Context: an optimization exercise on an open-source flow, tuned for small area. The choices shown serve that exercise and are no tape-out recipe. Only simulation tests tie the RTL to the original design; equivalence was not proved. Power and IR drop assume default switching activity.

<file path="flow/config.mk">
export PLATFORM = sky130hd
export DESIGN_NAME = top_module
export DESIGN_NICKNAME = top_module
export VERILOG_FILES = /design/flow/design.v
export SDC_FILE = /design/flow/constraint.sdc
export NUM_CORES = 4
export LEC_CHECK = 0
export ABC_AREA = 1
export CAP_MARGIN = 20
export CORE_MARGIN = 2
export CORE_UTILIZATION = 60
export CTS_BUF_LIST = sky130_fd_sc_hd__clkbuf_4
export SLEW_MARGIN = 20
</file>
<file path="flow/standard.sh">
#!/bin/bash
# synth_recipe.tcl (not shown) runs the flow's synth.tcl, then flattens the netlist and writes it again
# the make line also repeats each setting of config.mk as NAME=value (left out here)
make -C /OpenROAD-flow-scripts/flow DESIGN_CONFIG=/design/flow/config.mk WORK_HOME=/design/flow/orfs CLKGATE_MAP_FILE= SYNTH_SCRIPT=/design/flow/synth_recipe.tcl "${@:-finish}"
</file>
<file path="flow/constraint.sdc">
create_clock -name core_clock -period 10.0 [get_ports {clk}]
set_input_delay 2.0000 -clock core_clock [delete_from_list [all_inputs] [get_ports {clk}]]
set_output_delay 2.0000 -clock core_clock [all_outputs]
set_load 0.01 [all_outputs]
</file>
<file path="flow/flow/area.abc">
strash
&get -n
&st
&dch -f
&nf -a -R 1000
&put
strash
&get -n
&st
&dch -f
&nf -a -R 1000
&put
strash
&get -n
&st
&dch -f
&nf -a -R 1000
&put
strash
&get -n
&st
&dch -f
&nf -a -R 1000
&put
topo
dnsize
</file>
<file path="flow/design.v">
`timescale 1ns / 1ps
module clk_divider(
	input clk_in,
	input rst,
	output tick,
	output after_tick    
    );
reg q0, q1;
assign tick = q0 & ~q1;
assign after_tick = q0 & q1;
always @(posedge clk_in)
begin
	if (rst == 1'b0) begin
		q0 <= 1'b0;
		q1 <= 1'b0;
	end
	else begin
		q0 <= ~q1;
		q1 <= q0;
	end
end
endmodule
`timescale 1ns / 1ps
module debouncer(
	input 		clk,
	input 		load,
	input 		hold,
	input 		noisy_in,
	output reg 	clean_out
    );
reg s0, s1, s2;
always @(posedge clk)
begin
	s0 <= (load & noisy_in) | (hold & s0);
	s1 <= (load & s0) | (hold & s1);
	s2 <= (load & s1) | (hold & s2);
	clean_out <= (load & s1 & ~s2) | (hold & clean_out);
end
endmodule
`timescale 1ns / 1ps
module ssd(
	input clk, reset,
	input [1:0] sd,    
	input [2:0] xf,    
	output a_out, b_out, c_out, d_out, e_out, f_out, g_out, p_out,
	output [7:0] an
);
reg [4:0] counter;
parameter SCAN = 24;    
reg [4:0] bcount;       
wire wrap = (SCAN == 24) ? (~counter[4] & counter[3] & ~counter[2] & counter[0]) : (bcount == SCAN);
reg blank;
reg [2:0] idx;
reg [1:0] xs;    
always @(posedge clk) begin
	if (reset == 1'b0) begin
		counter <= 5'b11001;
		bcount <= 5'd31;
		blank <= 1'b1;
		idx <= 3'd7;
	end
	else begin
		counter <= {counter[3:0], counter[4] ^ counter[2] ^ wrap};
		bcount <= wrap ? 5'd0 : bcount + 5'd1;
		if (wrap) begin
			blank <= 1'b0;
			idx <= idx + 3'd1;
		end
	end
end
always @(posedge clk) begin
	xs <= sd;
end
wire [7:0] dsel;    
assign dsel[0] = ~idx[2] & ~idx[1] & ~idx[0];
assign dsel[1] = ~idx[2] & ~idx[1] &  idx[0];
assign dsel[2] = ~idx[2] &  idx[1] & ~idx[0];
assign dsel[3] = ~idx[2] &  idx[1] &  idx[0];
assign dsel[4] =  idx[2] & ~idx[1] & ~idx[0];
assign dsel[5] =  idx[2] & ~idx[1] &  idx[0];
assign dsel[6] =  idx[2] &  idx[1] & ~idx[0];
assign dsel[7] =  idx[2] &  idx[1] &  idx[0];
assign an = ~(dsel & {8{~blank}});
wire up = xs[0], dn = xs[1];
wire [6:0] seg_f = (xf == 3'd0) ? 7'b0000001 :
                   (xf == 3'd1) ? 7'b1001111 :
                   (xf == 3'd2) ? 7'b0010010 :
                   (xf == 3'd3) ? 7'b0000110 : 7'b1001100;
wire [6:0] seg_4 = {~up, dn, up, up, up, ~up, 1'b0};
wire [6:0] seg_5 = {1'b1, 1'b0, 1'b0, ~up & ~dn, ~up & ~dn, ~up, ~dn};
wire [6:0] seg = ~(({7{dsel[0]}} & ~seg_f) | ({7{dsel[2]}} & 7'b0001110) | ({7{dsel[3]}} & 7'b1000111) |
                   ({7{dsel[4]}} & ~seg_4) | ({7{dsel[5]}} & ~seg_5)) | {7{blank}};
assign {a_out, b_out, c_out, d_out, e_out, f_out, g_out} = seg;
assign p_out = 1'b1;
endmodule
`timescale 1ns / 1ps
module elevator(
	input clk, tick, after_tick, rst, load, hold,
	input floor_0_p, floor_1_p, floor_2_p, floor_3_p, floor_4_p,
	input direction_1, direction_2, direction_3,
	input floor_0_d, floor_1_d, floor_2_d, floor_3_d, floor_4_d,
	output [4:0] led_inside,
	output [4:0] led_outside,
	output reg led_busy,
	output reg [1:0] sd,
	output [2:0] dfloor
);
reg [7:0] timer;
wire [7:0] timer_step = {timer[6:0], ~(timer[7] ^ timer[6] ^ timer[5] ^ timer[0])};
reg [2:0] F;
reg [2:0] W;
reg dir;
reg pt;
reg stepped;              
reg [1:0] S;
reg [3:1] LI, LO;    
wire [4:0] fp = {floor_4_p, floor_3_p, floor_2_p, floor_1_p, floor_0_p};
wire [4:0] fc = {floor_4_d, floor_3_d, floor_2_d, floor_1_d, floor_0_d};
wire [3:1] dirs = {direction_3, direction_2, direction_1};
parameter LIMIT = 250;    
function [7:0] lfsr_after;
	input integer n;
	integer i;
	begin
		lfsr_after = 8'd0;
		for (i = 0; i < n; i = i + 1)
			lfsr_after = {lfsr_after[6:0], ~(lfsr_after[7] ^ lfsr_after[6] ^ lfsr_after[5] ^ lfsr_after[0])};
	end
endfunction
localparam [7:0] TEXP = lfsr_after(LIMIT);
wire expire = (LIMIT == 250) ? (~timer[7] & timer[6] & ~timer[5] & ~timer[4] & ~timer[2] & ~timer[1] & ~timer[0])
                             : (timer == TEXP);
wire moving = (W != 3'd7);
wire at_target = (F == W);
wire arrive_done = expire & moving & led_busy & at_target;    
wire step        = expire & moving & ~led_busy;               
wire [2:0] F1 = step ? (dir ? F + 3'd1 : F - 3'd1) : F;
wire [2:0] W1 = arrive_done ? 3'd7 : W;
wire [4:0] F1hot = 5'b1 << F1;
wire [4:0] lit = {1'b0, LO | LI, 1'b0};
wire stop = step & ((F1 == W) | (|(F1hot & lit)));
wire idle = (W == 3'd7) | arrive_done;
wire [4:0] Fhot = 5'b1 << F;
wire [4:0] pv = fp & ~Fhot;
wire [4:0] cv = fc & ~Fhot;
wire anyp = |pv;
wire anyc = |cv;
wire [4:0] pfirst = pv & ~{pv[3:0], 1'b0} & ~{pv[2:0], 2'b0} & ~{pv[1:0], 3'b0} & ~{pv[0], 4'b0};
wire [4:0] cfirst = cv & ~{cv[3:0], 1'b0} & ~{cv[2:0], 2'b0} & ~{cv[1:0], 3'b0} & ~{cv[0], 4'b0};
wire [4:0] thot = anyp ? pfirst : cfirst;
wire [2:0] tgt = {thot[4], thot[3] | thot[2], thot[3] | thot[1]};
wire newt = idle & (anyp | anyc);
wire [2:0] W2 = newt ? tgt : W1;
wire up = tgt > F;
reg [3:1] bup, bdn;
integer k;
always @* begin
	for (k = 1; k <= 3; k = k + 1) begin
		bup[k] = (W2 != 3'd7) && F1 < k && W2 > k;
		bdn[k] = F1 > k && W2 < k;
	end
end
wire [3:1] qc = bup | bdn;
wire [3:1] qp = (dirs & bup) | (~dirs & bdn);
wire [3:1] clr = stop ? F1hot[3:1] : 3'b0;
wire [3:1] setlo = (newt & anyp ? pfirst[3:1] : 3'b0) | (fp[3:1] & qp);
wire [3:1] setli = (newt & ~anyp ? cfirst[3:1] : 3'b0) | (fc[3:1] & qc);
wire [7:0] timer_n = (expire | newt) ? 8'd0 : timer_step;
wire [1:0] S_n = moving ? (dir ? 2'b01 : 2'b10) : 2'b00;
wire B_n = stop | (led_busy & ~(expire & moving));
always @(posedge clk) begin
	timer <= ({8{load}} & timer_n) | ({8{hold}} & timer);
	F <= ({3{load}} & F1) | ({3{hold}} & F);
	W <= {3{~rst}} | ({3{load}} & W2) | ({3{hold}} & W);
	dir <= (load & (newt ? up : dir)) | (hold & dir);
	pt <= (load & (newt ? anyp : pt)) | (hold & pt);
	stepped <= (load & ((expire | newt) ? step : stepped)) | (hold & stepped);
	S <= ({2{load}} & S_n) | ({2{hold}} & S);
	led_busy <= (load & B_n) | (hold & led_busy);
	LI <= ({3{load}} & ((LI & ~clr) | setli)) | ({3{hold}} & LI);
	LO <= ({3{load}} & ((LO & ~clr) | setlo)) | ({3{hold}} & LO);
end
wire t0 = (W == 3'd0) & (F != 3'd0);
wire t4 = (W == 3'd4) & (F != 3'd4);
assign led_outside = {t4 & pt, LO, t0 & pt};
assign led_inside = {t4 & ~pt, LI, t0 & ~pt};
always @(posedge clk)
	if (tick)
		sd <= S;
wire moved = stepped & ~|timer[7:1] & (~timer[0] | after_tick);    
assign dfloor = moved ? (dir ? F - 3'd1 : F + 3'd1) : F;
endmodule
`timescale 1ns / 1ps
module top_module(
    input clk,
    rst,
    floor_0_p,
    floor_1_p,
    floor_2_p,
    floor_3_p,
    floor_4_p,
    direction_1,
    direction_2,
    direction_3,
    floor_0_d,
    floor_1_d,
    floor_2_d,
    floor_3_d,
    floor_4_d,
    output led_inside_0,
    led_inside_1,
    led_inside_2,
    led_inside_3,
    led_inside_4,
    led_outside_0,
    led_outside_1,
    led_outside_2,
    led_outside_3,
    led_outside_4,
    led_busy,
    a_out,b_out,c_out,d_out,e_out,f_out,g_out,p_out,
    output [7:0] an
);
    wire tick;
    wire load = rst & tick;
    wire hold = rst & ~tick;
    wire p0, p1, p2, p3, p4;
    wire [4:0] li, lo;
    wire [1:0] sd;
    wire [2:0] dfloor;
    wire after_tick;
    clk_divider divider(.clk_in(clk), .rst(rst), .tick(tick), .after_tick(after_tick));
    debouncer pb0(.clk(clk), .load(load), .hold(hold), .noisy_in(floor_0_p), .clean_out(p0));
    debouncer pb1(.clk(clk), .load(load), .hold(hold), .noisy_in(floor_1_p), .clean_out(p1));
    debouncer pb2(.clk(clk), .load(load), .hold(hold), .noisy_in(floor_2_p), .clean_out(p2));
    debouncer pb3(.clk(clk), .load(load), .hold(hold), .noisy_in(floor_3_p), .clean_out(p3));
    debouncer pb4(.clk(clk), .load(load), .hold(hold), .noisy_in(floor_4_p), .clean_out(p4));
    elevator elev(
        .clk(clk), .tick(tick), .after_tick(after_tick), .rst(rst), .load(load), .hold(hold),
        .floor_0_p(p0), .floor_1_p(p1), .floor_2_p(p2), .floor_3_p(p3), .floor_4_p(p4),
        .direction_1(direction_1), .direction_2(direction_2), .direction_3(direction_3),
        .floor_0_d(floor_0_d), .floor_1_d(floor_1_d), .floor_2_d(floor_2_d),
        .floor_3_d(floor_3_d), .floor_4_d(floor_4_d),
        .led_inside(li), .led_outside(lo), .led_busy(led_busy),
        .sd(sd), .dfloor(dfloor));
    assign {led_inside_4, led_inside_3, led_inside_2, led_inside_1, led_inside_0} = li;
    assign {led_outside_4, led_outside_3, led_outside_2, led_outside_1, led_outside_0} = lo;
    ssd seven_segment_display(.clk(clk), .reset(rst), .sd(sd), .xf(dfloor),
        .a_out(a_out), .b_out(b_out), .c_out(c_out), .d_out(d_out), .e_out(e_out),
        .f_out(f_out), .g_out(g_out), .p_out(p_out), .an(an));
endmodule
</file>
<file path="flow/flow/run.sh">
#!/bin/bash
# The standard layout (bash standard.sh) with changes that only save cell
# area:
#  - synthesis is the standard flow's own (synth_recipe.tcl, unchanged), except that ABC
#    maps the logic with an area-oriented script (flow/area.abc) instead of
#    ORFS's, which buffers and upsizes for a 10 ps clock, and that no half
#    or full adder cells are extracted before ABC (ADDER_MAP_FILE empty), so
#    ABC maps that logic too;
#  - the port buffers are the smallest buffer cell;
#  - the clock tree gets no dummy load cells at its leaves.
set -euo pipefail
here=$(pwd)
export AREA_ABC_SCRIPT="$here/flow/area.abc"
# synth_recipe.tcl with an abc wrapper after its first line (the synth wrapper)
{
  head -n 1 synth_recipe.tcl
  cat <<'TCL'
proc abc {args} {
  set i [lsearch -exact $args -script]
  if {$i >= 0 && [regexp {abc_(area|speed)\.script$} [lindex $args [expr {$i + 1}]]]} {
    set args [lreplace $args $i [expr {$i + 1}] -script $::env(AREA_ABC_SCRIPT)]
    puts "area ABC script: $::env(AREA_ABC_SCRIPT)"
  }
  yosys abc {*}$args
}
TCL
  tail -n +2 synth_recipe.tcl
} > area_synth.tcl
export BUFFER_PORTS_ARGS="-buffer_cell sky130_fd_sc_hd__buf_1"
export CTS_ARGS="-sink_clustering_enable -repair_clock_nets -dont_use_dummy_load -sink_clustering_size 12 -sink_clustering_max_diameter 60 -buf_list sky130_fd_sc_hd__clkbuf_4"
bash standard.sh SYNTH_SCRIPT="$here/area_synth.tcl" ADDER_MAP_FILE= finish > standard.log 2>&1
</file>
==> results of run 1 <==
-- cells by family (layout without fill, tap and decap cells) --
group,Yosys count,count (layout),synth area share
adders and majority gates,1,1,0.00357
muxes,1,1,0.00401
xor gates and xnor gates,15,15,0.0468
other,1,1,0.00134
buffers and inverters,14,64,0.0201
and+or+nand+nor,162,162,0.252
AOI/OAI and AO/OA,98,98,0.230
DFF,61,61,0.442
-- per-stage QoR --
step	setup WS [ps]	instances	power [µW]
detailed placement	5550	446	343
global route	4900	455	481
finish	5250	455	458
global placement	5610	446	341
CTS	5280	455	459
floorplan	5630	353	320
-- synthesized netlist by cell type, types with 4 or more instances --
master    instances  area share
a21oi_1          17       0.030
nand2b_1          5       0.011
nand3_1          10       0.018
a22o_1           18       0.056
nor2b_1           5       0.011
nand2_1          83        0.11
a221oi_1          4       0.012
xor2_1            5       0.016
a222oi_1          4       0.014
o22ai_1           4      0.0089
o21ai_0          31       0.055
nor3_1            9       0.016
o211ai_1          4       0.011
nor2_1           31       0.041
clkinv_1         13       0.017
dfxtp_1          59        0.42
a31oi_1           6       0.013
and2_0            5       0.011
xnor2_1          10       0.031
-- worst max path at each step --
stage / depth (start not counted) / from / end / slack, ps
after floorplan: 12 / floor_1_d / elev.LI[2]$_DFF_P_ / 5630
after detailed placement: 13 / floor_1_d / elev.LI[2]$_DFF_P_ / 5550
final: 10 / elev.F[2]$_DFF_P_ / f_out / 5250
after global placement: 13 / floor_1_d / elev.LI[2]$_DFF_P_ / 5610
after CTS: 10 / elev.F[2]$_DFF_P_ / f_out / 5280
after global routing: 10 / elev.F[2]$_DFF_P_ / f_out / 4900
-- report_power, final --
group	total (µW)	internal [µW]	switching [µW]
Combinational	71.7	26.0	45.7
Clock	119	41.8	77.0
Sequential	267	255	12.1
Total	458	323	135
-- layout by cell type (no fill, tap or decap), types with 10 or more instances in the layout --
| master | count |
|---|---|
| dfxtp_1 | 59 |
| clkinv_1 | 13 |
| a22o_1 | 18 |
| nor2_1 | 31 |
| nand3_1 | 10 |
| nand2_1 | 83 |
| o21ai_0 | 31 |
| buf_1 | 40 |
| xnor2_1 | 10 |
| a21oi_1 | 17 |
-- area by class of cell --
cell class	count	area [µm²]
clock buffers	9	67.6
multi-input cells	278	1510
fillers	383	1320
repair buffers	42	165
flip-flops and latches	61	1240
well taps	52	65.1
inverters	13	48.8
-- worst max-delay path, delay by kind of cell (launching register included) --
family                 cells  cell delay, ps
flip-flops                 1             510
buffers and inverters      1             150
AND/OR/NAND/NOR            5             870
AO/OA/AOI/OAI              4             850
-- registers in the layout (all words and copies together), names as in the netlist, 3 cells and up --
name	cells
elev.F	3
elev.LI	3
elev.LO	3
elev.W	3
elev.timer	8
seven_segment_display.counter	5
seven_segment_display.idx	3
-- per-layer routing --
metal / track usage / up-vias
li1: - / 1367
met1: 0.410 / 1211
met2: 0.416 / 123
met3: 0.0556 / 9
met4: 0.0823 / 0
met5: 0 / -
==> summary.txt, run 1 <==
first-pass GRT wire length 11300 µm; Core Area 4410 µm²; worst r2r src elev.timer[4]$_DFF_P_; Post-Syn Area 2810 µm²; share of layout cells above drive strength 1 0.0273; slowest CP cell dfxtp_1; clk latency of the worst-skew pair 400 ps; Final ANT Viol Nets 0; hold buffer count at cts 0; unrepaired setup endpoints after global routing false; top sig layer met4; placed cell area 3030 µm²; sequential share of the synthesized area 0.442; post-CTS setup buffer count 0; worst hold start elev.sd[1]$_DFFE_PP_; Buffers on Ports 40; starting density of the core 0.635; Pre-Repair DR Iteration Count 7; largest net degree at the start of global routing 30; CTS resizes 0; WL met3 599 µm; Via Count 2710; per-cell routed wire length 14.9 µm; LEAKAGE 0.00114 µW; global route overflow 0; Critical Path Start Type flop; Reg2Reg Setup Slack 5700 ps; ANT cells 0; status complete, no violations; final net count 420; CP arrival 2750 ps; worst stage delay on the critical path 510 ps; WL met2 2940 µm; Area Growth Syn to Fin 10.3%; Fin Hold WS 351 ps; # IOs 42; Max Clock Freq 210 MHz; Layout Utilization 0.701; cells after synthesis 353; Final period util 0.475; # DRC 0; fraction of registers with async set/reset 0; VDD IR max 0.109 mV; Final setup viols 0; most frequent cell on the critical path or2_0; met1 WL 3160 µm; Worst Setup Path Type flop to primary output; vias per inst 5.96; Die X 72.4 µm; flops & latches, synth 61; RR Endpoint elev.LI[2]$_DFF_P_; R2R depth 14; clk root buf clkbuf_4; WL final 6790 µm; full die area 5240 µm²; Hold Path Cell Cnt 0; Num Clock Sinks 61; CP cell instances nand2b_1, or2_0, nand2_1, nor2_1, a211oi_1, a21oi_1, o21ai_0, a221oi_1, or2_0, buf_1; final hold vios 0; Bufs on Longest Clock Path 2; CTS tree done; Starting DRT DRC Count 369; fin crit period 4750 ps; Least-Margin Pin Slew 868 ps; library cells used by synthesis 39; skew final 28.0 ps; initial antenna violation count 0; Max-cap violations 0; Crit Path Max Fanout 11; crit end category primary output; synthesized net count 368; RePlAce Congestion 0.932; clock buffer count from CTS 9; Power Dens Cells 148 nW/µm²; CP required 8000 ps; ys flop type dfxtp_1; post-route cell area 3100 µm²; Setup TNS Final 0 ps; H-Tree Depth 3; total track usage 0.279; slew margin rel. 0.421; vias in the first global route 2304; WHS Endpoint seven_segment_display.xs[1]$_DFF_P_; Yosys warnings 4; max-slew violations 0; die height 72.4 µm; type of the most critical hold path flop to flop; Post-synth EDFFs 2; Reg clk slew, reported paths 100 ps; Syn Area/Cell 7.95 µm²; row cnt 24; Final HPWL DP 4930 µm
==> run 2: changes to the inputs <==
--- a/flow/flow/run.sh
+++ b/flow/flow/run.sh
@@ -27,5 +27,5 @@
   tail -n +2 synth_recipe.tcl
 } > area_synth.tcl
 export BUFFER_PORTS_ARGS="-buffer_cell sky130_fd_sc_hd__buf_1"
-export CTS_ARGS="-sink_clustering_enable -repair_clock_nets -dont_use_dummy_load -sink_clustering_size 12 -sink_clustering_max_diameter 60 -buf_list sky130_fd_sc_hd__clkbuf_4"
+export CTS_ARGS="-sink_clustering_enable -repair_clock_nets -dont_use_dummy_load -buf_list {sky130_fd_sc_hd__clkbuf_2 sky130_fd_sc_hd__clkbuf_4}"
 bash standard.sh SYNTH_SCRIPT="$here/area_synth.tcl" ADDER_MAP_FILE= finish > standard.log 2>&1
==> run 2 against run 1 <==
Flip-flop and latch count unchanged. Cell count unchanged. Via count unchanged. Clock power about the same. Sequential power about the same. Setup slack unchanged. Routed wire length unchanged. Synthesized cell count unchanged. Area after synthesis unchanged. Combinational power about the same. Register-to-register slack about the same. Critical path type unchanged. Highest routed layer unchanged.
==> summary.txt, run 2 <==
status complete, no violations; Via Count 2710; CTS tree done; total track usage 0.279; global route overflow 0; ANT cells 0; fin crit period 4750 ps; Final HPWL DP 4930 µm; Yosys warnings 4; clk latency of the worst-skew pair 400 ps; # DRC 0; cells after synthesis 353; skew final 28.0 ps; setup slack after layout 5250 ps; Die X 72.4 µm; Crit Path Max Fanout 11; slew margin rel. 0.421; Buffers on Ports 40; vias per inst 5.96; largest net degree at the start of global routing 30; Reg clk slew, reported paths 100 ps; flops & latches, synth 61; largest area contributor in the netlist dfxtp_1; library cells used by synthesis 39; type of the most critical hold path flop to flop; H-Tree Depth 3; commonest non-fill, non-tap cell in the layout nand2_1; Layout Utilization 0.701; synthesized net count 368; CP arrival 2750 ps; Post-Syn Area 2810 µm²; final net count 420; Syn Area/Cell 7.95 µm²; VDD IR max 0.109 mV; Top reg by flops elev.timer; Final ANT Viol Nets 0; sequential share of the synthesized area 0.442; CP required 8000 ps; Fin Hold WS 351 ps; first-pass GRT wire length 11300 µm; hold buffer count at cts 0; Overall Power 458 µW; final hold vios 0; max-slew violations 0; clk root buf clkbuf_4; full die area 5240 µm²; CTS resizes 0; post-CTS setup buffer count 0; clock buffer count from CTS 9; Critical Path Start Type flop; DP Worst Slack 5550 ps; Synth top area share 0.421; unrepaired setup endpoints after global routing false; Final period util 0.475; most common cell in the synthesized netlist nand2_1; Max Clock Freq 210 MHz; Power Dens Cells 148 nW/µm²; most frequent cells in the layout 83 x nand2_1, 59 x dfxtp_1, 40 x buf_1; Filler cells 383; Max-cap violations 0; Synth area leaders dfxtp_1 42%, nand2_1 11%, a22o_1 5.6%; vias in the first global route 2304; # IOs 42; starting density of the core 0.635; Setup TNS Final 0 ps; largest registers elev.timer (8), seven_segment_display.counter (5); Reg2Reg Setup Slack 5700 ps; Area Growth Syn to Fin 10.3%; die height 72.4 µm; initial antenna violation count 0; ys flop type dfxtp_1; Final setup viols 0; Core Area 4410 µm²; Worst Setup Path Type flop to primary output; Least-Margin Pin Slew 868 ps; Num Clock Sinks 61; fraction of registers with async set/reset 0; max reg flops 8; per-cell routed wire length 14.9 µm; commonest cells in the netlist 83 x nand2_1, 59 x dfxtp_1, 31 x nor2_1, 31 x o21ai_0, 18 x a22o_1; RePlAce Congestion 0.932; share of layout cells above drive strength 1 0.0273; WL final 6790 µm; LEAKAGE 0.00114 µW; row cnt 24; crit end category primary output; Pre-Repair DR Iteration Count 7; Post-synth EDFFs 2; Starting DRT DRC Count 369; Bufs on Longest Clock Path 2
run 2: cell counts after synthesis:
No cell type changed its count.
run 2: cell type report:
class / count / area, µm² / share of cell area
Clock buffer: 9 / 67.6 / 0.0218
Timing Repair Buffer: 42 / 165 / 0.0534
Inverter: 13 / 48.8 / 0.0158
Sequential cell: 61 / 1240 / 0.401
Tap cell: 52 / 65.1 / 0.0210
Multi-Input combinational cell: 278 / 1510 / 0.487
run 2: metal layers:
metal,global-route usage,up-vias,part of all wire
met1,0.410,1211,0.47
met2,0.416,123,0.43
li1,-,1367,-
met4,0.0823,0,0.012
met3,0.0556,9,0.088
met5,0,-,0
run 2: cell families (layout without fill, tap and decap cells):
group / after synthesis / count (layout) / synth area share
compound gates: 98 / 98 / 0.230
simple gates: 162 / 162 / 0.252
mux: 1 / 1 / 0.00401
buf+inv: 14 / 64 / 0.0201
flops: 61 / 61 / 0.442
fa+ha+maj: 1 / 1 / 0.00357
xor+xnor: 15 / 15 / 0.0468
other cells: 1 / 1 / 0.00134
run 2: power breakdown:
part / internal [µW] / leakage [µW] / switching [µW]
Sequential: 255 / 0.000501 / 12.1
Clock: 41.8 / 0.0000414 / 77.0
Combinational: 26.0 / 0.000596 / 45.7
run 2: final timing paths:
kind                                             from                                   to  cells past startpoint
worst min register to register   elev.sd[1]$_DFFE_PP_  seven_segment_display.xs[1]$_DFF_P_                      0
worst max register to register  elev.timer[4]$_DFF_P_                   elev.LI[2]$_DFF_P_                     14
worst min-delay path             elev.sd[1]$_DFFE_PP_  seven_segment_display.xs[1]$_DFF_P_                      0
worst max-delay path                elev.F[2]$_DFF_P_                                f_out                     10
run 2: critical path, cell delays in order (launching register included):
cell and delay [ps]:
dfxtp_1 510, nand2b_1 230, or2_0 280, nand2_1 110, nor2_1 110, a211oi_1 50
a21oi_1 320, o21ai_0 180, a221oi_1 300, or2_0 140, buf_1 150
run 2: metrics by stage:
stage,instances,cell area (µm²)
2_1_floorplan,353,2810
3_3_place_gp,446,3030
3_5_place_dp,446,3030
4_1_cts,455,3100
5_1_grt,455,3100
6_report,455,3100
==> run 3: changes to the inputs <==
--- a/flow/flow/run.sh
+++ b/flow/flow/run.sh
@@ -27,5 +27,5 @@
   tail -n +2 synth_recipe.tcl
 } > area_synth.tcl
 export BUFFER_PORTS_ARGS="-buffer_cell sky130_fd_sc_hd__buf_1"
-export CTS_ARGS="-sink_clustering_enable -repair_clock_nets -dont_use_dummy_load -buf_list {sky130_fd_sc_hd__clkbuf_2 sky130_fd_sc_hd__clkbuf_4}"
+export CTS_ARGS="-sink_clustering_enable -repair_clock_nets -dont_use_dummy_load -buf_list sky130_fd_sc_hd__clkbuf_4"
 bash standard.sh SYNTH_SCRIPT="$here/area_synth.tcl" ADDER_MAP_FILE= finish > standard.log 2>&1
==> run 3 against run 2 <==
Clock skew did not move. Core utilization did not move. Still clean on timing, DRC and antenna. Non-clock buffer count unchanged. Largest power group unchanged. Largest cell class unchanged. Routed wire length stayed put. Clock-buffer cell count unchanged. Die area stayed put. Global-route usage unchanged.
==> summary.txt, run 3 <==
Die X 72.4 µm; Post-Syn Area 2810 µm²; Setup TNS Final 0 ps; main combinational cell family by area after synthesis simple AND/OR/NAND/NOR gates; placed cell area 3030 µm²; flops & latches, synth 61; sequential share of the synthesized area 0.442; starting density of the core 0.635; Reg2Reg Setup Slack 5700 ps; status complete, no violations; Crit Path Max Fanout 11; Power Dens Cells 148 nW/µm²; Crit. path cell count 10; most common cell in the synthesized netlist nand2_1; RR Endpoint elev.LI[2]$_DFF_P_; Syn Area/Cell 7.95 µm²; worst r2r src elev.timer[4]$_DFF_P_; unrepaired setup endpoints after global routing false; Bufs on Longest Clock Path 2; CTS tree done; most frequent cell on the critical path or2_0; total track usage 0.279; commonest non-fill, non-tap cell in the layout nand2_1; largest registers elev.timer (8), seven_segment_display.counter (5); Post-synth EDFFs 2; most frequent cells in the layout 83 x nand2_1, 59 x dfxtp_1, 40 x buf_1; Top reg by flops elev.timer; Compound-Gate Fraction of Synth Area 0.230; Pre-Repair DR Iteration Count 7; crit-path leading delay family simple AND/OR/NAND/NOR gates; final hold vios 0; CTS resizes 0; clock buffer count from CTS 9; fin crit period 4750 ps; Critical Path Start Type flop; CP cell instances nand2b_1, or2_0, nand2_1, nor2_1, a211oi_1, a21oi_1, o21ai_0, a221oi_1, or2_0, buf_1; Crit. Startpoint elev.F[2]$_DFF_P_; full die area 5240 µm²; Num Clock Sinks 61; vias per inst 5.96; LEAKAGE 0.00114 µW; Synth Area in Adders 0.00357; CP bufs+invs 1; ANT cells 0; share of layout cells above drive strength 1 0.0273; library cells used by synthesis 39; WL met3 599 µm; post-CTS setup buffer count 0; vias in the first global route 2304; Starting DRT DRC Count 369; RePlAce Congestion 0.932; Synth top area share 0.421; crit path to f_out; Buffers on Ports 40; worst stage delay on the critical path 510 ps; R2R depth 14; Synth Area in XOR/XNOR 0.0468; Max Clock Freq 210 MHz; cells after synthesis 353; Simple-Gate Fraction of Synth Area 0.252; largest net degree at the start of global routing 30; Final period util 0.475; global route overflow 0; ys flop type dfxtp_1; max reg flops 8; # DRC 0; # IOs 42; crit end category primary output; Core Area 4410 µm²; largest area contributor in the netlist dfxtp_1; VDD IR max 0.109 mV; met1 WL 3160 µm; synthesized net count 368; Worst Setup Path Type flop to primary output; Synth area leaders dfxtp_1 42%, nand2_1 11%, a22o_1 5.6%; Final setup viols 0; first-pass GRT wire length 11300 µm; Max-cap violations 0; WL final 6790 µm; slowest CP cell dfxtp_1; per-cell routed wire length 14.9 µm; H-Tree Depth 3; initial antenna violation count 0; Reg clk slew, reported paths 100 ps; fraction of registers with async set/reset 0; row cnt 24; Least-Margin Pin Slew 868 ps; slew margin rel. 0.421; commonest cells in the netlist 83 x nand2_1, 59 x dfxtp_1, 31 x nor2_1, 31 x o21ai_0, 18 x a22o_1; Filler cells 383; CP arrival 2750 ps; skew final 28.0 ps; WL met2 2940 µm; top sig layer met4; clk root buf clkbuf_4; CP required 8000 ps; Final HPWL DP 4930 µm; post-synthesis mux area share 0.00401; die height 72.4 µm; Yosys warnings 4; Fin Hold WS 351 ps; Via Count 2710; hold buffer count at cts 0; post-route cell area 3100 µm²; Final ANT Viol Nets 0; clk latency of the worst-skew pair 400 ps; max-slew violations 0; Area Growth Syn to Fin 10.3%; final net count 420; type of the most critical hold path flop to flop
-- run 3: cell counts after synthesis --
No cell type changed its count.
-- run 3: worst min-delay path by stage --
stage                              start                             endpoint  slack (ps)  cells past startpoint
floorplan           elev.sd[0]$_DFFE_PP_  seven_segment_display.xs[0]$_DFF_P_         320                      0
global placement    elev.sd[1]$_DFFE_PP_  seven_segment_display.xs[1]$_DFF_P_         320                      0
detailed placement  elev.sd[1]$_DFFE_PP_  seven_segment_display.xs[1]$_DFF_P_         330                      0
CTS                 elev.sd[1]$_DFFE_PP_  seven_segment_display.xs[1]$_DFF_P_         350                      0
global route        elev.sd[1]$_DFFE_PP_  seven_segment_display.xs[1]$_DFF_P_         370                      0
finish              elev.sd[1]$_DFFE_PP_  seven_segment_display.xs[1]$_DFF_P_         350                      0
-- run 3: where the power goes --
group / switching [µW] / total (µW) / internal (µW) / leakage, µW
sequential: 12.1 / 267 / 255 / 0.000501
combinational: 45.7 / 71.7 / 26.0 / 0.000596
clock: 77.0 / 119 / 41.8 / 0.0000414
-- run 3: stage by stage --
step	utilization	instances	setup WS, ps	power, µW
finish	0.701	455	5250	458
global route	0.701	455	4900	481
CTS	0.701	455	5280	459
detailed placement	0.686	446	5550	343
global placement	0.686	446	5610	341
floorplan	-	353	5630	320
-- run 3: logic make-up after synthesis --
logic type / after synthesis
simple gates: 162
compound gates: 98
flops: 61
xor+xnor: 15
buf+inv: 14
fa+ha+maj: 1
other cells: 1
mux: 1
-- run 3: layout make-up --
cell class	count	area [µm²]	area share
clock buffers	9	67.6	0.0218
inverters	13	48.8	0.0158
multi-input cells	278	1510	0.487
flip-flops and latches	61	1240	0.401
well taps	52	65.1	0.0210
repair buffers	42	165	0.0534
-- run 3: layer usage --
layer  global-route usage  up-vias
li1                     -     1367
met1                0.410     1211
met2                0.416      123
met3               0.0556        9
met4               0.0823        0
met5                    0        -
==> run 4: changes to the inputs <==
--- a/flow/flow/run.sh
+++ b/flow/flow/run.sh
@@ -2,7 +2,8 @@
 # The standard layout (bash standard.sh) with changes that only save cell
 # area:
 #  - synthesis is the standard flow's own (synth_recipe.tcl, unchanged), except that ABC
-#    maps the logic with an area-oriented script (flow/area.abc) instead of
+#    maps the logic with an area-oriented script (flow/area.abc: AIG
+#    resynthesis with &deepsyn, then area mapping with &nf) instead of
 #    ORFS's, which buffers and upsizes for a 10 ps clock, and that no half
 #    or full adder cells are extracted before ABC (ADDER_MAP_FILE empty), so
 #    ABC maps that logic too;
==> flow/flow/area.abc (replaced) <==
strash
&get -n
&deepsyn -J 200 -T 900
&put
strash
&get -n
&st
&dch -f
&nf -a -R 1000
&put
topo
dnsize
==> run 4 against run 3 <==
Register-to-register slack improved by 330 ps. Power decreased by 3.1%. Clock skew decreased by 5.6 ps. First-iteration DRC count decreased by 31%. Via count decreased by 4.5%. Setup slack got worse by 170 ps. Fmax decreased by 3.4%. Non-clock buffer count increased by 1. Design area decreased by 0.65%. Still clean on timing, DRC and antenna.
==> summary.txt, run 4 <==
max-slew violations 0; Post-Syn Area 2780 µm²; die height 72.0 µm; cells after synthesis 336; H-Tree Depth 3; total track usage 0.266; # DRC 0; full die area 5190 µm²; fraction of registers with async set/reset 0; Max-cap violations 0; Synth top area share 0.426; Layout Utilization 0.697; Top reg by flops elev.timer; Starting DRT DRC Count 255; clock network power share 0.269; starting density of the core 0.629; vias in the first global route 2277; largest registers elev.timer (8), seven_segment_display.counter (5); Critical Path Start Type flop; worst stage delay on the critical path 640 ps; Fin Hold WS 348 ps; sw frac 0.281; logic gate share of total power 0.131; Final setup viols 0; Max Clock Freq 203 MHz; vias per inst 5.89; Yosys warnings 4; Core Area 4410 µm²; synthesized net count 351; CP required 8000 ps; hold buffer count at cts 0; first-pass GRT wire length 10600 µm; RePlAce Congestion 0.884; clk latency of the worst-skew pair 400 ps; ANT cells 0; Sequential Power Share 0.600; CP cell instances nor3_1, nand2_1, a211oi_1, nor2b_1, nor3_1, a21oi_1, xnor2_1, nor2_1, a221oi_1, buf_1; VDD IR max 0.129 mV; largest net degree at the start of global routing 30; placed cell area 3010 µm²; largest area contributor in the netlist dfxtp_1; unrepaired setup endpoints after global routing false; most common cell in the synthesized netlist nand2_1; # IOs 42; Syn Area/Cell 8.26 µm²; flops & latches, synth 61; crit-path leading delay family compound AO/OA/AOI/OAI gates; max reg flops 8; CTS tree done; Final period util 0.492; global route overflow 0; Final HPWL DP 4650 µm; Bufs on Longest Clock Path 2; commonest non-fill, non-tap cell in the layout nand2_1; Final ANT Viol Nets 0; fin crit period 4920 ps; most frequent cell on the critical path nor3_1; library cells used by synthesis 44; initial antenna violation count 0; final net count 404; CTS resizes 0; clock buffer count from CTS 9; Synth area leaders dfxtp_1 43%, nand2_1 9.1%, a22o_1 5.7%; Filler cells 376; slowest CP cell a211oi_1; post-CTS setup buffer count 0; Reg clk slew, reported paths 100 ps; type of the most critical hold path flop to flop; sequential share of the synthesized area 0.447; Buffers on Ports 40; row cnt 24; Post-synth EDFFs 2; NetSw 125 µW; Pre-Repair DR Iteration Count 4; Overall Power 444 µW; final hold vios 0; Num Clock Sinks 61; P_int 319 µW; WL final 6480 µm; most frequent cells in the layout 67 x nand2_1, 59 x dfxtp_1, 40 x buf_1; status complete, no violations; Via Count 2587; per-cell routed wire length 14.7 µm; clk root buf clkbuf_4; post-route cell area 3080 µm²; ys flop type dfxtp_1; slew margin rel. 0.468; LEAKAGE 0.00116 µW; Area Growth Syn to Fin 10.8%; Die X 72.0 µm; Least-Margin Pin Slew 793 ps; share of layout cells above drive strength 1 0.0336; Setup TNS Final 0 ps; commonest cells in the netlist 67 x nand2_1, 59 x dfxtp_1, 31 x nor2_1; Power Dens Cells 144 nW/µm²; Worst Setup Path Type flop to primary output; skew final 22.4 ps; CP bufs+invs 1; crit end category primary output; Crit Path Max Fanout 6; CP arrival 2920 ps
[run 4: layout make-up]
class / instances / area [µm²] / share of cell area
Clock buffer: 9 / 67.6 / 0.0220
Inverter: 10 / 37.5 / 0.0122
Multi-Input combinational cell: 264 / 1490 / 0.485
Sequential cell: 61 / 1240 / 0.404
Tap cell: 52 / 65.1 / 0.0212
Timing Repair Buffer: 43 / 173 / 0.0561
[run 4: power by group through the flow]
stage | sequential [µW] | clock [µW] | combinational, µW
floorplan | 269 | 0 | 41.7
global placement | 271 | 0 | 57.2
detailed placement | 272 | 0 | 57.2
CTS | 266 | 122 | 57.7
global route | 268 | 134 | 65.5
finish | 266 | 119 | 58.3
[run 4: per-layer routing]
| layer | wire, µm | track usage |
|---|---|---|
| met5 | 0 | 0 |
| met4 | 97 | 0.130 |
| met3 | 487 | 0.0694 |
| met2 | 2810 | 0.388 |
| met1 | 3080 | 0.366 |
[run 4: path summary, 6_finish.rpt]
path                                             from  depth (start not counted)  slack (ps)                             endpoint
worst min-delay path             elev.sd[0]$_DFFE_PP_                          0         350  seven_segment_display.xs[0]$_DFF_P_
worst max register to register      elev.F[0]$_DFF_P_                         15        6030                   elev.LO[3]$_DFF_P_
worst min register to register   elev.sd[0]$_DFFE_PP_                          0         350  seven_segment_display.xs[0]$_DFF_P_
worst max-delay path            elev.timer[4]$_DFF_P_                         10        5080                                e_out
[run 4: metrics by stage]
stage	cells	worst slack, ps
after global routing	439	4790
after CTS	439	5050
after floorplan	336	5910
after detailed placement	430	5490
after global placement	430	5680
final	439	5080
[run 4: kinds of logic after synthesis]
family          Yosys count  synth area share
flops                    61             0.447
mux                       1           0.00406
other cells               1           0.00135
simple gates            156             0.253
buf+inv                  11            0.0162
xor+xnor                 15            0.0473
compound gates           91             0.231
[run 4: worst reg2reg max path: stages, from the launching register on]
cell and delay (ps):
dfxtp_1 770, clkinv_1 330, nand2_1 200, a22oi_1 150, nand3_1 200, nand3_1 120, a21oi_1 430, o2111ai_1 230
nand2_1 180, nor3b_1 90, clkinv_1 70, o22ai_1 130, o21a_1 240, nor3b_1 150, mux2_1 300, a221o_1 290
==> run 5: changes to the inputs <==
--- a/flow/design.v
+++ b/flow/design.v
@@ -1,24 +1,13 @@
 `timescale 1ns / 1ps
 module clk_divider(
-	input clk_in,
-	input rst,
+	input [1:0] idx,        
+	input [1:0] count,      
 	output tick,
-	output after_tick    
+	output after_tick       
     );
-reg q0, q1;
-assign tick = q0 & ~q1;
-assign after_tick = q0 & q1;
-always @(posedge clk_in)
-begin
-	if (rst == 1'b0) begin
-		q0 <= 1'b0;
-		q1 <= 1'b0;
-	end
-	else begin
-		q0 <= ~q1;
-		q1 <= q0;
-	end
-end
+wire [1:0] s = idx + count;    
+assign tick = s[1] & s[0];
+assign after_tick = ~s[1] & ~s[0];
 endmodule
 `timescale 1ns / 1ps
 module debouncer(
@@ -43,25 +32,23 @@
 	input [1:0] sd,    
 	input [2:0] xf,    
 	output a_out, b_out, c_out, d_out, e_out, f_out, g_out, p_out,
-	output [7:0] an
+	output [7:0] an,
+	output [1:0] idx_low, count_low    
 );
+parameter SCAN = 24;    
 reg [4:0] counter;
-parameter SCAN = 24;    
-reg [4:0] bcount;       
-wire wrap = (SCAN == 24) ? (~counter[4] & counter[3] & ~counter[2] & counter[0]) : (bcount == SCAN);
+wire wrap = (SCAN == 24) ? (counter[4] & counter[3] & ~counter[0]) : (counter == SCAN);
 reg blank;
 reg [2:0] idx;
 reg [1:0] xs;    
 always @(posedge clk) begin
 	if (reset == 1'b0) begin
-		counter <= 5'b11001;
-		bcount <= 5'd31;
+		counter <= 5'd31;
 		blank <= 1'b1;
 		idx <= 3'd7;
 	end
 	else begin
-		counter <= {counter[3:0], counter[4] ^ counter[2] ^ wrap};
-		bcount <= wrap ? 5'd0 : bcount + 5'd1;
+		counter <= wrap ? 5'd0 : counter + 5'd1;
 		if (wrap) begin
 			blank <= 1'b0;
 			idx <= idx + 3'd1;
@@ -71,6 +58,8 @@
 always @(posedge clk) begin
 	xs <= sd;
 end
+assign idx_low = idx[1:0];
+assign count_low = counter[1:0];
 wire [7:0] dsel;    
 assign dsel[0] = ~idx[2] & ~idx[1] & ~idx[0];
 assign dsel[1] = ~idx[2] & ~idx[1] &  idx[0];
@@ -80,16 +69,14 @@
 assign dsel[5] =  idx[2] & ~idx[1] &  idx[0];
 assign dsel[6] =  idx[2] &  idx[1] & ~idx[0];
 assign dsel[7] =  idx[2] &  idx[1] &  idx[0];
-assign an = ~(dsel & {8{~blank}});
+assign an = ~(dsel & {~blank, 7'h7f});
 wire up = xs[0], dn = xs[1];
-wire [6:0] seg_f = (xf == 3'd0) ? 7'b0000001 :
-                   (xf == 3'd1) ? 7'b1001111 :
-                   (xf == 3'd2) ? 7'b0010010 :
-                   (xf == 3'd3) ? 7'b0000110 : 7'b1001100;
+wire [6:0] seg_f = {xf[2] | (~xf[1] & xf[0]), 1'b0, xf[1] & ~xf[0], xf[2] | (~xf[1] & xf[0]),
+                    xf[2] | xf[0], xf[1] | xf[0], ~xf[2] & ~xf[1]};
 wire [6:0] seg_4 = {~up, dn, up, up, up, ~up, 1'b0};
 wire [6:0] seg_5 = {1'b1, 1'b0, 1'b0, ~up & ~dn, ~up & ~dn, ~up, ~dn};
 wire [6:0] seg = ~(({7{dsel[0]}} & ~seg_f) | ({7{dsel[2]}} & 7'b0001110) | ({7{dsel[3]}} & 7'b1000111) |
-                   ({7{dsel[4]}} & ~seg_4) | ({7{dsel[5]}} & ~seg_5)) | {7{blank}};
+                   ({7{dsel[4]}} & ~seg_4) | ({7{dsel[5]}} & ~seg_5));
 assign {a_out, b_out, c_out, d_out, e_out, f_out, g_out} = seg;
 assign p_out = 1'b1;
 endmodule
@@ -110,8 +97,8 @@
 reg [2:0] F;
 reg [2:0] W;
 reg dir;
-reg pt;
-reg stepped;              
+reg pt;              
+reg stepped;
 reg [1:0] S;
 reg [3:1] LI, LO;    
 wire [4:0] fp = {floor_4_p, floor_3_p, floor_2_p, floor_1_p, floor_0_p};
@@ -130,17 +117,29 @@
 localparam [7:0] TEXP = lfsr_after(LIMIT);
 wire expire = (LIMIT == 250) ? (~timer[7] & timer[6] & ~timer[5] & ~timer[4] & ~timer[2] & ~timer[1] & ~timer[0])
                              : (timer == TEXP);
-wire moving = (W != 3'd7);
+function [4:0] hot;    
+	input [2:0] f;
+	hot = {f[2], f[1] & f[0], f[1] & ~f[0], ~f[1] & f[0], ~f[2] & ~f[1] & ~f[0]};
+endfunction
+function [2:0] inc;    
+	input [2:0] f;
+	inc = {f[1] & f[0], f[1] ^ f[0], ~f[0]};
+endfunction
+function [2:0] dec;    
+	input [2:0] f;
+	dec = {1'b0, f[2] | (f[1] & f[0]), ~f[0] & (f[2] | f[1])};
+endfunction
+wire moving = ~(W[2] & W[1]);    
 wire at_target = (F == W);
 wire arrive_done = expire & moving & led_busy & at_target;    
 wire step        = expire & moving & ~led_busy;               
-wire [2:0] F1 = step ? (dir ? F + 3'd1 : F - 3'd1) : F;
+wire [2:0] F1 = step ? (dir ? inc(F) : dec(F)) : F;
 wire [2:0] W1 = arrive_done ? 3'd7 : W;
-wire [4:0] F1hot = 5'b1 << F1;
+wire [4:0] F1hot = hot(F1);
 wire [4:0] lit = {1'b0, LO | LI, 1'b0};
 wire stop = step & ((F1 == W) | (|(F1hot & lit)));
-wire idle = (W == 3'd7) | arrive_done;
-wire [4:0] Fhot = 5'b1 << F;
+wire idle = ~moving | arrive_done;
+wire [4:0] Fhot = hot(F);
 wire [4:0] pv = fp & ~Fhot;
 wire [4:0] cv = fc & ~Fhot;
 wire anyp = |pv;
@@ -151,15 +150,13 @@
 wire [2:0] tgt = {thot[4], thot[3] | thot[2], thot[3] | thot[1]};
 wire newt = idle & (anyp | anyc);
 wire [2:0] W2 = newt ? tgt : W1;
-wire up = tgt > F;
-reg [3:1] bup, bdn;
-integer k;
-always @* begin
-	for (k = 1; k <= 3; k = k + 1) begin
-		bup[k] = (W2 != 3'd7) && F1 < k && W2 > k;
-		bdn[k] = F1 > k && W2 < k;
-	end
-end
+wire up = |(thot & {~F[2], ~F[2] & ~(F[1] & F[0]), ~F[2] & ~F[1], Fhot[0], 1'b0});
+wire [3:1] below = {~F1[2] & ~(F1[1] & F1[0]), ~F1[2] & ~F1[1], ~F1[2] & ~F1[1] & ~F1[0]};    
+wire [3:1] above = {F1[2], F1[2] | (F1[1] & F1[0]), F1[2] | F1[1]};                          
+wire [3:1] tabove = {W2[2] & ~W2[1], (W2[2] & ~W2[1]) | (~W2[2] & W2[1] & W2[0]), W2[2] ^ W2[1]};    
+wire [3:1] tbelow = {~W2[2] & ~(W2[1] & W2[0]), ~W2[2] & ~W2[1], ~W2[2] & ~W2[1] & ~W2[0]};    
+wire [3:1] bup = below & tabove;
+wire [3:1] bdn = above & tbelow;
 wire [3:1] qc = bup | bdn;
 wire [3:1] qp = (dirs & bup) | (~dirs & bdn);
 wire [3:1] clr = stop ? F1hot[3:1] : 3'b0;
@@ -180,15 +177,15 @@
 	LI <= ({3{load}} & ((LI & ~clr) | setli)) | ({3{hold}} & LI);
 	LO <= ({3{load}} & ((LO & ~clr) | setlo)) | ({3{hold}} & LO);
 end
-wire t0 = (W == 3'd0) & (F != 3'd0);
-wire t4 = (W == 3'd4) & (F != 3'd4);
+wire t0 = ~W[2] & ~W[1] & ~W[0] & ~Fhot[0];
+wire t4 = W[2] & ~W[1] & ~F[2];
 assign led_outside = {t4 & pt, LO, t0 & pt};
 assign led_inside = {t4 & ~pt, LI, t0 & ~pt};
 always @(posedge clk)
 	if (tick)
 		sd <= S;
 wire moved = stepped & ~|timer[7:1] & (~timer[0] | after_tick);    
-assign dfloor = moved ? (dir ? F - 3'd1 : F + 3'd1) : F;
+assign dfloor = moved ? (dir ? dec(F) : inc(F)) : F;
 endmodule
 `timescale 1ns / 1ps
 module top_module(
@@ -229,7 +226,8 @@
     wire [1:0] sd;
     wire [2:0] dfloor;
     wire after_tick;
-    clk_divider divider(.clk_in(clk), .rst(rst), .tick(tick), .after_tick(after_tick));
+    wire [1:0] idx_low, count_low;
+    clk_divider divider(.idx(idx_low), .count(count_low), .tick(tick), .after_tick(after_tick));
     debouncer pb0(.clk(clk), .load(load), .hold(hold), .noisy_in(floor_0_p), .clean_out(p0));
     debouncer pb1(.clk(clk), .load(load), .hold(hold), .noisy_in(floor_1_p), .clean_out(p1));
     debouncer pb2(.clk(clk), .load(load), .hold(hold), .noisy_in(floor_2_p), .clean_out(p2));
@@ -247,5 +245,6 @@
     assign {led_outside_4, led_outside_3, led_outside_2, led_outside_1, led_outside_0} = lo;
     ssd seven_segment_display(.clk(clk), .reset(rst), .sd(sd), .xf(dfloor),
         .a_out(a_out), .b_out(b_out), .c_out(c_out), .d_out(d_out), .e_out(e_out),
-        .f_out(f_out), .g_out(g_out), .p_out(p_out), .an(an));
-endmodule
+        .f_out(f_out), .g_out(g_out), .p_out(p_out), .an(an),
+        .idx_low(idx_low), .count_low(count_low));
+endmodule
--- a/flow/config.mk
+++ b/flow/config.mk
@@ -6,8 +6,8 @@
 export NUM_CORES = 4
 export LEC_CHECK = 0
 export ABC_AREA = 1
-export CAP_MARGIN = 20
+export CAP_MARGIN = 0
 export CORE_MARGIN = 2
 export CORE_UTILIZATION = 60
 export CTS_BUF_LIST = sky130_fd_sc_hd__clkbuf_4
-export SLEW_MARGIN = 20
+export SLEW_MARGIN = 0
==> run 5 against run 4 <==
Clock power is 3% lower. Via count is 5.7% higher. Register-to-register slack better by 480 ps. Critical path depth stayed put. Power is 40% higher. Still clean on timing, DRC and antenna. Clock skew is 7.8 ps lower. Hold slack better by 4.6 ps. Largest power group unchanged. Combinational power grew to 3.4 times the previous value. Largest cell class unchanged.
==> summary.txt, run 5 <==
final hold vios 0; slowest CP cell or4_1; largest registers elev.timer (8), seven_segment_display.counter (5); most frequent cells in the layout 77 x nand2_1, 57 x dfxtp_1, 40 x buf_1; Post-synth EDFFs 2; Starting DRT DRC Count 294; Synth top area share 0.421; worst stage delay on the critical path 500 ps; Yosys warnings 3; # DRC 0; Final setup viols 0; Die X 71.2 µm; top sig layer met4; CP arrival 2780 ps; Power Dens Cells 206 nW/µm²; cells after synthesis 330; per-cell routed wire length 15.2 µm; die height 71.2 µm; Setup TNS Final 0 ps; ys flop type dfxtp_1; Overall Power 623 µW; sequential share of the synthesized area 0.443; Num Clock Sinks 59; clk latency of the worst-skew pair 390 ps; WL met3 525 µm; # IOs 42; CP required 8000 ps; RePlAce Congestion 0.947; Final period util 0.478; hold buffer count at cts 0; commonest non-fill, non-tap cell in the layout nand2_1; Core Area 4350 µm²; Top reg by flops elev.timer; skew final 14.5 ps; largest area contributor in the netlist dfxtp_1; global route overflow 0; Synth area leaders dfxtp_1 42%, nand2_1 11%, a22o_1 5.8%; full die area 5080 µm²; Least-Margin Pin Slew 637 ps; Max Clock Freq 209 MHz; vias per inst 6.32; Buffers on Ports 40; first-pass GRT wire length 11500 µm; Pre-Repair DR Iteration Count 5; vias in the first global route 2471; LEAKAGE 0.00112 µW; share of layout cells above drive strength 1 0.0367; CTS resizes 0; Final HPWL DP 4700 µm; post-CTS setup buffer count 0; CP cell instances or2_0, nor4_1, nand4_1, or2_0, nor3_1, or4_1, nor4_1, o21a_1, nor3_1, buf_1; clk root buf clkbuf_4; Post-Syn Area 2710 µm²; Area Growth Syn to Fin 11.3%; post-route cell area 3020 µm²; crit end category primary output; CP bufs+invs 1; fraction of registers with async set/reset 0; row cnt 24; total track usage 0.286; Reg clk slew, reported paths 80 ps; status complete, no violations; Bufs on Longest Clock Path 2; CTS tree done; Via Count 2735; Critical Path Start Type flop; final net count 398; clock buffer count from CTS 9; largest net degree at the start of global routing 30; commonest cells in the netlist 77 x nand2_1, 57 x dfxtp_1, 24 x o21ai_0; type of the most critical hold path flop to flop; Crit Path Max Fanout 5; synthesized net count 345; crit-path leading delay family simple AND/OR/NAND/NOR gates; fin crit period 4780 ps; WL met2 2870 µm; met1 WL 3070 µm; placed cell area 2950 µm²; Final ANT Viol Nets 0; starting density of the core 0.623; Max-cap violations 0; Layout Utilization 0.693; max-slew violations 0; H-Tree Depth 3; unrepaired setup endpoints after global routing false; VDD IR max 0.121 mV; ANT cells 0; slew margin rel. 0.563; WL final 6580 µm; flops & latches, synth 59; initial antenna violation count 0; library cells used by synthesis 47; max reg flops 8; most common cell in the synthesized netlist nand2_1; Worst Setup Path Type flop to primary output; Syn Area/Cell 8.22 µm²
[run 5: changes by cell type in the layout (fill, tap and decap cells not counted), sizes merged, moves of 6 or more]
cell    change
nand3       -6
clkinv      -7
nand2      +10
nor2       -10
[run 5: per-stage QoR]
step	hold WS, ps	setup slack [ps]	instances
3_5_place_dp	338	5630	424
2_1_floorplan	323	5750	330
5_1_grt	360	4940	433
3_3_place_gp	326	5700	424
6_report	353	5220	433
4_1_cts	358	5210	433
[run 5: cell families after synthesis]
kind of cell,share of synthesized area
other,0.00138
AO/OA/AOI/OAI,0.250
AND/OR/NAND/NOR,0.262
buffers and inverters,0.00692
flip-flops,0.443
XOR/XNOR,0.0291
multiplexers,0.00784
[run 5: routing by layer]
metal,GRT usage,vias up
li1,-,1328
met1,0.414,1257
met2,0.423,137
met3,0.0520,13
met4,0.115,0
met5,0,-
[run 5: path summary, 6_finish.rpt]
check | start | endpoint | slack, ps | depth (start not counted)
max | elev.timer[5]$_DFF_P_ | e_out | 5220 | 10
min | elev.sd[1]$_DFFE_PP_ | seven_segment_display.xs[1]$_DFF_P_ | 350 | 0
max reg2reg | elev.F[0]$_DFF_P_ | elev.LI[1]$_DFF_P_ | 6510 | 14
min reg2reg | elev.sd[1]$_DFFE_PP_ | seven_segment_display.xs[1]$_DFF_P_ | 350 | 0
[run 5: area by class of cell]
| cell class | count | area [µm²] |
|---|---|---|
| fillers | 402 | 1340 |
| clock buffers | 9 | 67.6 |
| multi-input cells | 267 | 1500 |
| repair buffers | 43 | 173 |
| flip-flops and latches | 59 | 1200 |
| well taps | 52 | 65.1 |
| inverters | 3 | 11.3 |
[run 5: power breakdown]
| group | internal [µW] | total (µW) | switching [µW] |
|---|---|---|---|
| combinational | 73.7 | 200 | 126 |
| sequential | 268 | 308 | 40.3 |
| clock | 41.7 | 115 | 73.2 |
| total | 383 | 623 | 240 |
==> run 6: changes to the inputs <==
--- a/flow/config.mk
+++ b/flow/config.mk
@@ -6,8 +6,8 @@
 export NUM_CORES = 4
 export LEC_CHECK = 0
 export ABC_AREA = 1
-export CAP_MARGIN = 0
+export CAP_MARGIN = 20
 export CORE_MARGIN = 2
 export CORE_UTILIZATION = 60
 export CTS_BUF_LIST = sky130_fd_sc_hd__clkbuf_4
-export SLEW_MARGIN = 0
+export SLEW_MARGIN = 20
==> run 6 against run 5 <==
Still clean. Combinational power is essentially flat. Critical path depth is the same. Hold slack is the same. Via count is the same. Fmax is the same. Sequential share of layout area is the same. First-iteration DRC count is the same. Flip-flop and latch count is the same. Global-route usage is the same. Critical endpoint unchanged. Highest routed layer unchanged.
==> summary.txt, run 6 <==
skew final 14.5 ps; Synth top area share 0.421; clock network power share 0.184; commonest non-fill, non-tap cell in the layout nand2_1; Max Clock Freq 209 MHz; status complete, no violations; Least-Margin Pin Slew 637 ps; Crit Path Max Fanout 5; largest registers elev.timer (8), seven_segment_display.counter (5); Buffers on Ports 40; total track usage 0.286; Bufs on Longest Clock Path 2; vias per inst 6.32; slew margin rel. 0.563; Via Count 2735; ANT cells 0; Sequential Power Share 0.494; setup slack after layout 5220 ps; clock buffer count from CTS 9; top sig layer met4; worst stage delay on the critical path 500 ps; Post-synth EDFFs 2; logic gate share of total power 0.321; Synth area leaders dfxtp_1 42%, nand2_1 11%, a22o_1 5.8%; crit-path leading delay family simple AND/OR/NAND/NOR gates; final cell count without fillers 433; Yosys warnings 3; CTS resizes 0; ys flop type dfxtp_1; first-pass GRT wire length 11500 µm; hold buffer count at cts 0; per-cell routed wire length 15.2 µm; library cells used by synthesis 47; Critical Path Start Type flop; CP required 8000 ps; fraction of registers with async set/reset 0; RePlAce Congestion 0.947; unrepaired setup endpoints after global routing false; commonest cells in the netlist 77 x nand2_1, 57 x dfxtp_1, 24 x o21ai_0; Area Growth Syn to Fin 11.3%; full die area 5080 µm²; final net count 398; crit end category primary output; initial antenna violation count 0; clk root buf clkbuf_4; Layout Utilization 0.693; die height 71.2 µm; DP Worst Slack 5630 ps; VDD IR max 0.121 mV; Syn Area/Cell 8.22 µm²; Reg clk slew, reported paths 80 ps; H-Tree Depth 3; fin crit period 4780 ps; Max-cap violations 0; met1 WL 3070 µm; largest net degree at the start of global routing 30; # IOs 42; P_int 383 µW; Num Clock Sinks 59; row cnt 24; Die X 71.2 µm; Final ANT Viol Nets 0; LEAKAGE 0.00112 µW; Overall Power 623 µW; clk latency of the worst-skew pair 390 ps; WL met2 2870 µm; WL met3 525 µm; Filler cells 402; Pre-Repair DR Iteration Count 5; Power Dens Cells 206 nW/µm²; Setup TNS Final 0 ps; sequential share of the synthesized area 0.443; CP cell instances or2_0, nor4_1, nand4_1, or2_0, nor3_1, or4_1, nor4_1, o21a_1, nor3_1, buf_1; Final setup viols 0; Core Area 4350 µm²; Top reg by flops elev.timer; CP arrival 2780 ps; cells after synthesis 330; Worst Setup Path Type flop to primary output; max-slew violations 0; NetSw 240 µW; Final HPWL DP 4700 µm; global route overflow 0; Post-Syn Area 2710 µm²; post-CTS setup buffer count 0; most common cell in the synthesized netlist nand2_1; placed insts 424; vias in the first global route 2471; final hold vios 0; flops & latches, synth 59; CP bufs+invs 1; WL final 6580 µm; slowest CP cell or4_1; synthesized net count 345; type of the most critical hold path flop to flop; share of layout cells above drive strength 1 0.0367; most frequent cells in the layout 77 x nand2_1, 57 x dfxtp_1, 40 x buf_1; CTS tree done; Starting DRT DRC Count 294; Final period util 0.478; # DRC 0; largest area contributor in the netlist dfxtp_1; max reg flops 8; starting density of the core 0.623; sw frac 0.385
==> run 6: cell counts after synthesis <==
No cell type changed its count.
==> run 6: final cells by class <==
cell class	instances	area, µm²	share of cell area
multi-input cells	267	1500	0.497
flip-flops and latches	59	1200	0.398
repair buffers	43	173	0.0572
clock buffers	9	67.6	0.0224
well taps	52	65.1	0.0216
inverters	3	11.3	0.00373
==> run 6: layer usage <==
metal  track usage  vias up
met3        0.0520       13
met4         0.115        0
met5             0        -
li1              -     1328
met2         0.423      137
met1         0.414     1257
==> run 6: worst paths after layout <==
| check | depth (start not counted) | to | from | slack [ps] |
|---|---|---|---|---|
| worst max-delay path | 10 | e_out | elev.timer[5]$_DFF_P_ | 5220 |
| worst min-delay path | 0 | seven_segment_display.xs[1]$_DFF_P_ | elev.sd[1]$_DFFE_PP_ | 350 |
| worst max register to register | 14 | elev.LI[1]$_DFF_P_ | elev.F[0]$_DFF_P_ | 6510 |
| worst min register to register | 0 | seven_segment_display.xs[1]$_DFF_P_ | elev.sd[1]$_DFFE_PP_ | 350 |
==> run 6: power groups by stage <==
| stage | sequential (µW) | clock, µW | combinational, µW |
|---|---|---|---|
| global route | 314 | 126 | 225 |
| global placement | 310 | 0 | 194 |
| CTS | 307 | 118 | 198 |
| detailed placement | 312 | 0 | 197 |
| floorplan | 302 | 0 | 143 |
| finish | 308 | 115 | 200 |
==> run 6: cell families after synthesis <==
logic type,after synthesis,synth area share
AND/OR/NAND/NOR,156,0.262
AO/OA/AOI/OAI,99,0.250
flip-flops,59,0.443
XOR/XNOR,9,0.0291
buffers and inverters,4,0.00692
multiplexers,2,0.00784
other,1,0.00138
==> run 6: stage by stage <==
stage          hold slack [ps]  area, µm²
2_1_floorplan              323       2710
3_3_place_gp               326       2950
3_5_place_dp               338       2950
4_1_cts                    358       3020
5_1_grt                    360       3020
6_report                   353       3020
==> run 6: worst reg2reg max path, stage by stage (launching register included) <==
cell and delay, ps:
dfxtp_1 470, or3_1 520, nand2_1 170, nand2_1 70
a21oi_1 170, nand2_1 120, or2_0 270, o32a_1 470
o21ai_0 140, o21ai_0 280, nand2_1 180, nor3_1 70
a31oi_1 140, nand2_1 70, a32o_1 260
==> run 7: changes to the inputs <==
==> flow/flow/area.abc (replaced) <==
strash
&get -n
&deepsyn -J 200 -T 900 -t
&put
strash
&get -n
&st
&dch -f
&nf -a -R 1000
&put
topo
dnsize
==> run 7 against run 6 <==
Synthesized cell count fell by 0.30%. Die area shrank 0.22%. Area after synthesis fell by 0.23%. Fmax is 0.66% higher. Combinational power shrank 14%. Critical path depth down 1. Setup slack improved by 31 ps. Clock skew up 1.0 ps. Global-route usage down 1.4 points.
==> summary.txt, run 7 <==
die height 71.2 µm; Critical Path Start Type flop; CP arrival 2750 ps; post-CTS setup buffer count 0; worst r2r src elev.timer[7]$_DFF_P_; max reg flops 8; Bufs on Longest Clock Path 2; clock network power share 0.196; CTS tree done; slew margin rel. 0.416; first-pass GRT wire length 10900 µm; final hold vios 0; WL met2 2850 µm; CTS resizes 0; # IOs 42; unrepaired setup endpoints after global routing false; clock buffer count from CTS 9; commonest cells in the netlist 75 x nand2_1, 57 x dfxtp_1, 30 x o21ai_0; total track usage 0.272; CP cell instances or3_1, nor3_1, nand4_1, or3b_1, o211a_1, a21oi_1, nand2b_1, o21ai_0, buf_1; Post-synth EDFFs 2; initial antenna violation count 0; hold buffer count at cts 0; flops & latches, synth 59; VDD IR max 0.160 mV; vias in the first global route 2335; Core Area 4350 µm²; met1 WL 2890 µm; final net count 396; Reg clk slew, reported paths 80 ps; most frequent cells in the layout 75 x nand2_1, 57 x dfxtp_1, 40 x buf_1; WL met3 580 µm; fraction of registers with async set/reset 0; library cells used by synthesis 48; Synth top area share 0.422; Power Dens Cells 196 nW/µm²; skew final 15.5 ps; LEAKAGE 0.00115 µW; Num Clock Sinks 59; CP required 8000 ps; most common cell in the synthesized netlist nand2_1; Final setup viols 0; ANT cells 0; ys flop type dfxtp_1; R2R depth 14; Buffers on Ports 40; Top reg by flops elev.timer; H-Tree Depth 3; Worst Setup Path Type flop to primary output; largest net degree at the start of global routing 32; full die area 5060 µm²; commonest non-fill, non-tap cell in the layout nand2_1; synthesized net count 344; crit-path leading delay family simple AND/OR/NAND/NOR gates; P_int 371 µW; Final period util 0.475; Reg2Reg Setup Slack 6060 ps; # DRC 0; Max Clock Freq 210 MHz; logic gate share of total power 0.294; sequential share of the synthesized area 0.444; WHS Endpoint seven_segment_display.xs[1]$_DFF_P_; NetSw 218 µW; Final HPWL DP 4670 µm; type of the most critical hold path flop to flop; largest area contributor in the netlist dfxtp_1; Area Growth Syn to Fin 10.8%; clk root buf clkbuf_4; placed insts 422; slowest CP cell or3b_1; Yosys warnings 3; sw frac 0.370; Starting DRT DRC Count 337; worst stage delay on the critical path 470 ps; Final ANT Viol Nets 0; crit end category primary output; status complete, no violations; worst hold start elev.sd[1]$_DFFE_PP_; Pre-Repair DR Iteration Count 8; global route overflow 0; CP bufs+invs 1; WL final 6440 µm; max-slew violations 0; clk latency of the worst-skew pair 390 ps; per-cell routed wire length 14.9 µm; Via Count 2660; Hold Path Cell Cnt 0; top sig layer met4; RePlAce Congestion 0.880; fin crit period 4750 ps; Sequential Power Share 0.510; Setup TNS Final 0 ps; row cnt 24; Synth area leaders dfxtp_1 42%, nand2_1 10%, a22o_1 5.8%; Die X 71.2 µm; RR Endpoint elev.LO[2]$_DFF_P_; Least-Margin Pin Slew 867 ps; largest registers elev.timer (8), seven_segment_display.counter (5); Max-cap violations 0; Post-Syn Area 2710 µm²; vias per inst 6.17; Syn Area/Cell 8.23 µm²; starting density of the core 0.622; final cell count without fillers 431; cells after synthesis 329; Crit Path Max Fanout 5; share of layout cells above drive strength 1 0.0317
## run 7: worst max path at each step
| stage | depth (start not counted) | startpoint | slack, ps | endpoint |
|---|---|---|---|---|
| after CTS | 9 | elev.timer[7]$_DFF_P_ | 5290 | e_out |
| after floorplan | 8 | elev.timer[7]$_DFF_P_ | 5870 | e_out |
| after detailed placement | 9 | elev.timer[7]$_DFF_P_ | 5710 | e_out |
| after global routing | 9 | elev.timer[7]$_DFF_P_ | 5060 | e_out |
| final | 9 | elev.timer[7]$_DFF_P_ | 5250 | e_out |
| after global placement | 13 | floor_1_d | 5750 | elev.LO[2]$_DFF_P_ |
## run 7: through the flow
step	area, µm²	hold slack [ps]	utilization	total power [µW]	setup slack, ps
floorplan	2710	323	-	419	5870
global placement	2930	327	0.673	471	5750
detailed placement	2930	328	0.673	475	5710
CTS	3000	347	0.689	588	5290
global route	3000	355	0.689	626	5060
finish	3000	348	0.689	588	5250
## run 7: cell type report
class | instances | area [µm²]
repair buffers | 42 | 165
fillers | 382 | 1360
inverters | 5 | 18.8
well taps | 52 | 65.1
flip-flops and latches | 59 | 1200
multi-input cells | 264 | 1480
clock buffers | 9 | 67.6
## run 7: power by group through the flow
stage / registers [µW] / logic (µW) / clock network (µW)
2_1_floorplan: 296 / 123 / 0
3_3_place_gp: 303 / 168 / 0
3_5_place_dp: 305 / 171 / 0
4_1_cts: 299 / 171 / 117
5_1_grt: 305 / 196 / 125
6_report: 300 / 173 / 115
## run 7: cell families (layout without fill, tap and decap cells)
| kind of cell | count (synthesis) | count (layout) | synth area share |
|---|---|---|---|
| compound gates | 107 | 107 | 0.264 |
| xor+xnor | 11 | 11 | 0.0356 |
| simple gates | 145 | 145 | 0.245 |
| other cells | 1 | 1 | 0.00139 |
| flops | 59 | 59 | 0.444 |
| buf+inv | 6 | 56 | 0.00971 |
## run 7: layer usage
layer | vias to the layer above | GRT usage
li1 | 1311 | -
met3 | 12 | 0.0484
met4 | 0 | 0.132
met5 | - | 0
met2 | 142 | 0.419
met1 | 1195 | 0.368

==> re-timing with driven ports <==
The flow's constraints put no driver on any port. The routed layouts listed below were extracted and timed again, unchanged, in two steps. Step 1: set_driving_cell puts a clkbuf_16 on clk and a buf_2 on each other input, an assumption about the parent block. Step 2 adds t to the input delays and takes it off the output delays; t is the mean of the earliest and latest rising clock arrival at the registers after step 1. Input paths then give back, and output paths get back, about the clock's delay inside the block. Three values: no drivers, after step 1, after step 2; two values: the first two.
run | t (ns) | setup WS [ns] | hold WS [ns] | latest minus earliest clock arrival (ns)
run 1 | 0.415 | 5.249 / 5.223 / 5.473 | 0.351 / 0.351 / 0.351 | 0.028 / 0.028
run 2 | 0.415 | 5.249 / 5.223 / 5.473 | 0.351 / 0.351 / 0.351 | 0.028 / 0.028
run 3 | 0.415 | 5.249 / 5.223 / 5.473 | 0.351 / 0.351 / 0.351 | 0.028 / 0.028
run 4 | 0.411 | 5.084 / 5.059 / 5.470 | 0.348 / 0.348 / 0.348 | 0.023 / 0.023
run 5 | 0.411 | 5.217 / 5.192 / 5.603 | 0.353 / 0.353 / 0.353 | 0.015 / 0.015
run 6 | 0.411 | 5.217 / 5.192 / 5.603 | 0.353 / 0.353 / 0.353 | 0.015 / 0.015
run 7 | 0.409 | 5.249 / 5.224 / 5.634 | 0.348 / 0.348 / 0.348 | 0.016 / 0.015
After both steps setup and hold are still met in every run listed.
